This is an optimization exercise on Yosys and OpenROAD, whose aim is small area, not a production implementation. RTL that was checked went through simulation tests only; none was proved equivalent to the original. No activity file was given, so power comes from the tool's default toggle rates.

==> run a: inputs <==
==> flow/design.v (excerpt) <==
module alu_design(clk_i,rst_i,valid_i,ready_o,operand_a,operand_b,operation,result);
Settings: LEC_CHECK=0, CAP_MARGIN=20, CORE_MARGIN=2, CORE_UTILIZATION=60, PLACE_DENSITY=0.75, SETUP_SLACK_MARGIN=-1.5, SLEW_MARGIN=20, SYNTH_HIERARCHICAL=1; clock period 80.0 ns.
standard.sh (not shown) runs the stock make flow with config.mk's settings and CLKGATE_MAP_FILE= SYNTH_SCRIPT=/design/flow/synth_recipe.tcl, a recipe that flattens the netlist after the stock synthesis.
==> flow/flow/run.sh <==
#!/bin/bash
# Standard layout, except that after the standard synthesis every a21oi_2 is
# swapped for an a21oi_1 (same function and pins, smaller): synthesis picks
# the larger one for each one-gate module it maps on its own, and the
# layout's timing repair upsizes again wherever timing needs it.
set -euo pipefail
bash standard.sh synth > synth.log 2>&1
NET=orfs/results/sky130hd/alu_design/base/1_2_yosys.v
cp $NET 1_2_yosys.orig.v
sed -i 's/\bsky130_fd_sc_hd__a21oi_2\b/sky130_fd_sc_hd__a21oi_1/g' $NET
rm -f orfs/results/sky130hd/alu_design/base/1_synth.odb orfs/results/sky130hd/alu_design/base/1_synth.sdc
bash standard.sh > layout.log 2>&1
==> inputs of run b, as changes to run a <==
--- a/flow/design.v
+++ b/flow/design.v
@@ -29,16 +29,17 @@
 			3'b101: tt = 4'b0111;    
 			3'b110: tt = 4'b0001;    
 			3'b111: tt = 4'b1001;    
 			default: tt = 4'b1100;   
 		endcase
 	end
 	wire [31:0] init;
 	wire [31:0] qn;        
+	wire [31:0] q = ~qn;
 	wire [31:0] r0;        
 	wire r31_gn0_1;
 	c_nand2 u2 (.a(init[31]), .b(bn[0]), .z(r31_gn0_1));
 	wire r31_G0n_3;
 	c_nor2 u4 (.a(init[31]), .b(bn[0]), .z(r31_G0n_3));
 	wire r31_sel_5;
 	c_oai21 u6 (.a1(en[31]), .a2(r31_G0n_3), .b1(mn[31]), .z(r31_sel_5));
 	assign qn[31] = ~r31_sel_5;
@@ -8052,25 +8053,31 @@
 	assign r0[24] = r0_x24_7880;
 	assign r0[25] = r0_x25_7886;
 	assign r0[26] = r0_x26_7892;
 	assign r0[27] = r0_x27_7898;
 	assign r0[28] = r0_x28_7904;
 	assign r0[29] = r0_x29_7910;
 	assign r0[30] = r0_x30_7916;
 	assign r0[31] = r0_x31_7922;
-	wire [31:0] res = (operation == 3'b011) ? ~qn : (r0 ^ {32{flip}});
+	wire op_div = (operation == 3'b011);
+	wire hold = ~valid_i & ~rst_i;
+	wire ld_q = valid_i & ~rst_i & op_div;
+	wire ld_r = valid_i & ~rst_i & ~op_div;
+	wire [31:0] r0x, nxtn, nxt;
+	genvar i;
+	generate for (i = 0; i < 32; i = i + 1) begin : g_out
+		c_xor2   u_x (.a(r0[i]), .b(flip), .z(r0x[i]));
+		c_aoi222 u_o (.a1(ld_q), .a2(q[i]), .b1(ld_r), .b2(r0x[i]),
+			.c1(hold), .c2(result[i]), .z(nxtn[i]));
+		c_inv    u_i (.a(nxtn[i]), .z(nxt[i]));
+	end endgenerate
 	always @(posedge clk_i) begin
-		if (rst_i) begin
-			ready_o <= 1'b0;
-			result <= 32'd0;
-		end else begin
-			ready_o <= valid_i;
-			if (valid_i) result <= res;
-		end
+		ready_o <= valid_i & ~rst_i;
+		result <= nxt;
 	end
 endmodule
 module c_inv (input a, output z);
 	assign z = ~a;
 endmodule
 module c_nand2 (input a, input b, output z);
 	assign z = ~(a & b);
 endmodule
@@ -8090,8 +8097,11 @@
 	assign z = ~((a1 | a2) & b1);
 endmodule
 module c_mux2i (input a0, input a1, input s, output z);
 	assign z = ~(s ? a1 : a0);
 endmodule
 module c_mux4 (input [3:0] d, input s1, input s0, output z);
 	assign z = s1 ? (s0 ? d[3] : d[2]) : (s0 ? d[1] : d[0]);
 endmodule
+module c_aoi222 (input a1, input a2, input b1, input b2, input c1, input c2, output z);
+	assign z = ~((a1 & a2) | (b1 & b2) | (c1 & c2));
+endmodule
==> flow/flow/run.sh (replaced) <==
#!/bin/bash
# Standard layout, except that after the standard synthesis each a21oi_2 and
# mux4_2 is swapped for the _1 cell of the same function and pins: synthesis
# picks the larger one for each one-gate module it maps on its own, and the
# layout's timing repair upsizes again wherever timing needs it.
set -euo pipefail
bash standard.sh synth > synth.log 2>&1
NET=orfs/results/sky130hd/alu_design/base/1_2_yosys.v
cp $NET 1_2_yosys.orig.v
sed -i -e 's/\bsky130_fd_sc_hd__a21oi_2\b/sky130_fd_sc_hd__a21oi_1/g' \
       -e 's/\bsky130_fd_sc_hd__mux4_2\b/sky130_fd_sc_hd__mux4_1/g' $NET
rm -f orfs/results/sky130hd/alu_design/base/1_synth.odb orfs/results/sky130hd/alu_design/base/1_synth.sdc
bash standard.sh > layout.log 2>&1
==> results.txt <==
Run a passed the timing, DRC and antenna checks. Run b ran to the end with no violations.
In run b the critical path depth is lower than in run a, by 1.
First-iteration DRC count: run a is higher than run b (about 4.3%).
Register-to-register slack: run a is better than run b (500 ps).
In run b the hold slack is better than in run a, by 6.2 ps.
Maximum frequency: run b is higher than run a (about 1.4%).
Of run a and run b, run b has the higher count of clock-buffer cells in the layout (gap 2).
In run b the clock power is larger than in run a, by 33%.
Against run b, the non-clock buffer count of run a is higher by 4.
Sequential share of layout area is about the same in run a and run b.
No functional check of the RTL was part of run a.

## separate check: timing with driven ports
Ports are ideal in the flow. The routed layouts listed here were re-timed in OpenROAD. Step 1, drivers: a clkbuf_16 drives clk_i and a buf_2 each remaining input, both assumed. Step 2 moves the port delays by t, midway between the first and last clock arrival at a register: inputs arrive t later, outputs are due t later. That takes back most of the time a late clock gives input paths. a / b / c = no drivers / after step 1 / after step 2; a / b = the first two.
run | t (ns) | setup WS [ns] | worst hold slack (ns) | slew at the worst register clock pin (ns)
run a | 0.314 | 2.916 / 2.932 / 2.618 | 0.477 / 0.477 / 0.477 | 0.06 / 0.06
run b | 0.334 | 4.002 / 4.024 / 3.690 | 0.483 / 0.483 / 0.483 | 0.06 / 0.06
After both steps setup and hold are still met in every run listed. For run b, which loses most, drivers alone change the setup slack by +0.022 ns; drivers and shift together by -0.312 ns.
